From an optimization exercise on the open Yosys and OpenROAD flow, aimed at small area and a short achievable clock period; shortcuts taken in it are not production practice.
Function was checked by simulation only, so behaviour that the tests miss may differ from the original.

== job 101 ==
==> flow/design.v (excerpt) <==
module Lorenz_Encryptor_Top (
    input wire clk,
    input wire rst,
    input wire [7:0]  s_axis_key_tdata,    
    input wire        s_axis_key_tvalid,   
    output wire       s_axis_key_tready,   
    output wire [7:0] m_axis_key_tdata,    
    output wire       m_axis_key_tvalid,   
    input wire        m_axis_key_tready,   
    input wire [7:0]  s_axis_pixel_tdata,   
    input wire        s_axis_pixel_tvalid,  
    output wire       s_axis_pixel_tready,  
    output wire [7:0] m_axis_pixel_tdata,   
    output wire       m_axis_pixel_tvalid,  
    input wire        m_axis_pixel_tready,  
    output wire done
);
    wire [7:0] key_data_out;
    wire key_valid_out;
    wire key_ready_in;
    Lorenz_axi lorenz_inst (
        .clk(clk),
        .rst(rst),
        .key_valid(s_axis_key_tvalid),    
        .key_in(s_axis_key_tdata),        
        .tdata(key_data_out),             
        .tvalid(key_valid_out),           
        .tready(key_ready_in)             
    );
    Encryptor_axi encryptor_inst (
        .clk(clk),
        .rst(rst),
        .pixel_in(s_axis_pixel_tdata),    
        .pixel_valid(s_axis_pixel_tvalid),
        .tdata(key_data_out),             
        .tvalid(key_valid_out),           
  ...
Size: ~8800 cells after synthesis, about 230 flip-flops, about 43 I/O pins, ~90000 µm² of cells after synthesis.
Settings: LEC_CHECK=0, ABC_AREA=1, CAP_MARGIN=20, CORE_MARGIN=2, CORE_UTILIZATION=40, SLEW_MARGIN=20, SYNTH_HIERARCHICAL=1, SYNTH_MINIMUM_KEEP_SIZE=0; clock period 22.0 ns.
standard.sh (not shown) runs the stock make flow with config.mk's settings and CLKGATE_MAP_FILE= SYNTH_SCRIPT=/design/flow/synth_recipe.tcl, a recipe that flattens the netlist after the stock synthesis.
==> flow/flow/run.sh <==
#!/bin/bash
# The standard layout (standard synthesis included), with the timing
# repair steps aiming at a setup slack of SETUP_SLACK_MARGIN ns instead of 0.
# The make output goes to flow_standard.log; each step's own log is under orfs/logs.
set -uo pipefail
bash standard.sh SETUP_SLACK_MARGIN=11 TNS_END_PERCENT=10 SKIP_INCREMENTAL_REPAIR=1 finish > flow_standard.log 2>&1
Both conditions hold for job 101: the flow ran to the end and the final layout passed the timing, DRC and antenna checks.
For job 102, these inputs were changed with respect to job 101:
Settings: CORE_UTILIZATION: 40 -> 50.
==> flow/flow/run.sh <==
#!/bin/bash
# The standard layout (standard synthesis included), with the timing
# repair steps aiming at a setup slack of SETUP_SLACK_MARGIN ns instead of 0.
# The make output goes to flow_standard.log; each step's own log is under orfs/logs.
set -uo pipefail
bash standard.sh SETUP_SLACK_MARGIN=11.5 TNS_END_PERCENT=0 finish > flow_standard.log 2>&1
Results
- From job 101 to job 102 the numbers moved as follows: worst setup slack up 0.035 ns.
- [compare] base=job 101 new=job 102: antenna diode count moved up; placed standard-cell area moved down; die area moved down; insertion delay to the later sink of the worst-skew pair moved up; final standard cell area without fillers level.
[inputs] job 103 vs job 102
Settings: CORE_UTILIZATION now 40, was 50.
==> flow/flow/run.sh <==
#!/bin/bash
# The standard layout (standard synthesis included), with the timing
# repair steps aiming at a setup slack of SETUP_SLACK_MARGIN ns instead of 0.
# The make output goes to flow_standard.log; each step's own log is under orfs/logs.
set -uo pipefail
bash standard.sh SETUP_SLACK_MARGIN=10.5 TNS_END_PERCENT=0 finish > flow_standard.log 2>&1
Notes after the runs:
Job 103 vs job 102 on maximum number of pins on one net before global-route repair: job 103 is the higher one. Clock slew seen by the registers of the worst setup and hold paths essentially unchanged between job 102 and job 103. Higher weighted congestion at the end of routability-driven global placement among job 103 and job 102: job 102. Job 103 vs job 102: total wirelength of the detailed-routed design down slightly.
Modified inputs, job 104 compared to job 103
==> flow/flow/run.sh <==
#!/bin/bash
# The standard layout (standard synthesis included), with the timing
# repair steps aiming at a setup slack of SETUP_SLACK_MARGIN ns instead of 0.
# The make output goes to flow_standard.log; each step's own log is under orfs/logs.
set -uo pipefail
bash standard.sh SETUP_SLACK_MARGIN=11 TNS_END_PERCENT=10 finish > flow_standard.log 2>&1
==> notes.md <==
- Job 104 against job 103: count of buffers not belonging to the clock network in the layout went up by 3.4%; met3 wire length went down by 740 µm; final critical-path share of the clock period went down by 0.23 points.
- A highest-delay cell along the critical path of sky130_fd_sc_hd__fa_2 is what job 104 shows, while sky130_fd_sc_hd__o211ai_1 belongs to job 103.
Input-level comparison between job 105 and job 104:
==> flow/flow/run.sh <==
#!/bin/bash
# The standard layout (standard synthesis included), with the timing
# repair steps aiming at a setup slack of SETUP_SLACK_MARGIN ns instead of 0.
# The make output goes to flow_standard.log; each step's own log is under orfs/logs.
set -uo pipefail
bash standard.sh SETUP_SLACK_MARGIN=11 TNS_END_PERCENT=0 finish > flow_standard.log 2>&1
[summary]
On register-to-register slack, job 105 does worse than job 104. Sort job 105 and job 104 by relative area of non-clock buffer cells in the final design, descending, and job 104 comes first. Cmp job 105 and job 104 / met3 wire length / higher: job 104. On job 105: via count of the first global-routing pass is 0.90% lower than what job 104 gave. For the met3 track demand over resource, job 105 came in 0.55 points lower than job 104 did. Looking at first-pass GRT wire length across both flows, job 105 is the stronger of the two, with job 104 trailing. Looking at number of design-rule violations left by the first detailed-router iteration across job 105 and job 104, the one that comes out higher is job 104. Final instance area came out lower on job 105 than on job 104.

* * *

Lorenz_Encryptor_Top again, from the RTL that the note above started with.
Design Lorenz_Encryptor_Top, start of the top module:
module Lorenz_Encryptor_Top (
    input wire clk,
    input wire rst,
    input wire [7:0]  s_axis_key_tdata,    
    input wire        s_axis_key_tvalid,   
    output wire       s_axis_key_tready,   
    output wire [7:0] m_axis_key_tdata,    
    output wire       m_axis_key_tvalid,   
    input wire        m_axis_key_tready,   
    input wire [7:0]  s_axis_pixel_tdata,   
    input wire        s_axis_pixel_tvalid,  
    output wire       s_axis_pixel_tready,  
    output wire [7:0] m_axis_pixel_tdata,   
    output wire       m_axis_pixel_tvalid,  
    input wire        m_axis_pixel_tready,  
    output wire done
);
==> flow/config.mk <==
export PLATFORM = sky130hd
export DESIGN_NAME = Lorenz_Encryptor_Top
export DESIGN_NICKNAME = Lorenz_Encryptor_Top
export VERILOG_FILES = /design/flow/design.v
export SDC_FILE = /design/flow/constraint.sdc
export NUM_CORES = 4
export LEC_CHECK = 0
export ABC_AREA = 1
export CAP_MARGIN = 20
export CORE_MARGIN = 2
export CORE_UTILIZATION = 33
export SLEW_MARGIN = 20
export SYNTH_HIERARCHICAL = 1
export SYNTH_MINIMUM_KEEP_SIZE = 0
==> flow/constraint.sdc <==
create_clock -name core_clock -period 22.0 [get_ports {clk}]
set_input_delay 4.4000 -clock core_clock [delete_from_list [all_inputs] [get_ports {clk}]]
set_output_delay 4.4000 -clock core_clock [all_outputs]
set_load 0.01 [all_outputs]
==> flow/flow/run.sh <==
#!/bin/bash
# The standard layout (standard synthesis included), with the timing
# repair steps aiming at a setup slack of SETUP_SLACK_MARGIN ns instead of 0.
# The make output goes to flow_standard.log; each step's own log is under orfs/logs.
set -uo pipefail
bash standard.sh SETUP_SLACK_MARGIN=11.5 TNS_END_PERCENT=0 finish > flow_standard.log 2>&1
==> next run, changes <==
--- a/flow/flow/run.sh
+++ b/flow/flow/run.sh
@@ -5,2 +5,2 @@
 set -uo pipefail
-bash standard.sh SETUP_SLACK_MARGIN=11.5 TNS_END_PERCENT=0 finish > flow_standard.log 2>&1
+bash standard.sh SETUP_SLACK_MARGIN=12 TNS_END_PERCENT=10 finish > flow_standard.log 2>&1
--- a/flow/config.mk
+++ b/flow/config.mk
@@ -10,3 +10,3 @@
 export CORE_MARGIN = 2
-export CORE_UTILIZATION = 33
+export CORE_UTILIZATION = 40
 export SLEW_MARGIN = 20
Final area increases by 0.68%.
Hold slack gets better by 0.012 ns.
Worst setup slack gets better by 0.061 ns.
Clock-buffer cell count decreases by 2.
Sequential share of layout area hardly moves.
Final cell count decreases by 4.4%.
Area after synthesis is unchanged.
==> next run, changes <==
--- a/flow/flow/run.sh
+++ b/flow/flow/run.sh
@@ -5,2 +5,2 @@
 set -uo pipefail
-bash standard.sh SETUP_SLACK_MARGIN=12 TNS_END_PERCENT=10 finish > flow_standard.log 2>&1
+bash standard.sh SETUP_SLACK_MARGIN=11.5 TNS_END_PERCENT=0 finish > flow_standard.log 2>&1
Outcome: The new run passed the timing, DRC and antenna checks; worst setup slack is worse by 0.030 ns; clock-buffer cell count does not change; area after synthesis stays the same; final cell count falls by 0.48%; design area falls by about 1.8%.

afterwards: timing with drivers on the ports:
The flow's constraints put no driver on any port. The routed layouts listed below were extracted and timed again, unchanged, in two steps.
Step 1, drivers: a clkbuf_16 drives clk and a buf_2 each remaining input, both assumed.
Step 2 adds t to the input delays and takes it off the output delays; t is the mean of the earliest and latest rising clock arrival at the registers after step 1. Input paths then give back, and output paths get back, about the clock's delay inside the block.
Slacks: ideal ports / drivers / drivers and shift; pairs: ideal ports / drivers.
run | t, ns | setup WS [ns] | worst setup path after step 2 | worst data-port slew with drivers (ns) | cell pins on the clock port's net
job 101 | 0.703 | 10.294 / 10.294 / 10.294 | register to register | 0.06 | 1
job 102 | 0.762 | 10.329 / 10.329 / 10.329 | register to register | 0.13 | 1
job 103 | 0.730 | 10.479 / 10.479 / 10.479 | register to register | 0.06 | 1
job 104 | 0.706 | 10.531 / 10.531 / 10.531 | register to register | 0.06 | 1
job 105 | 0.706 | 10.420 / 10.420 / 10.420 | register to register | 0.06 | 1
the first run of note 2 | 0.754 | 10.353 / 10.353 / 10.353 | register to register | 0.06 | 1
the second run of note 2 | 0.734 | 10.414 / 10.414 / 10.414 | register to register | 0.06 | 1
the third run of note 2 | 0.712 | 10.384 / 10.384 / 10.384 | register to register | 0.06 | 1
After both steps setup and hold are still met in every run listed.
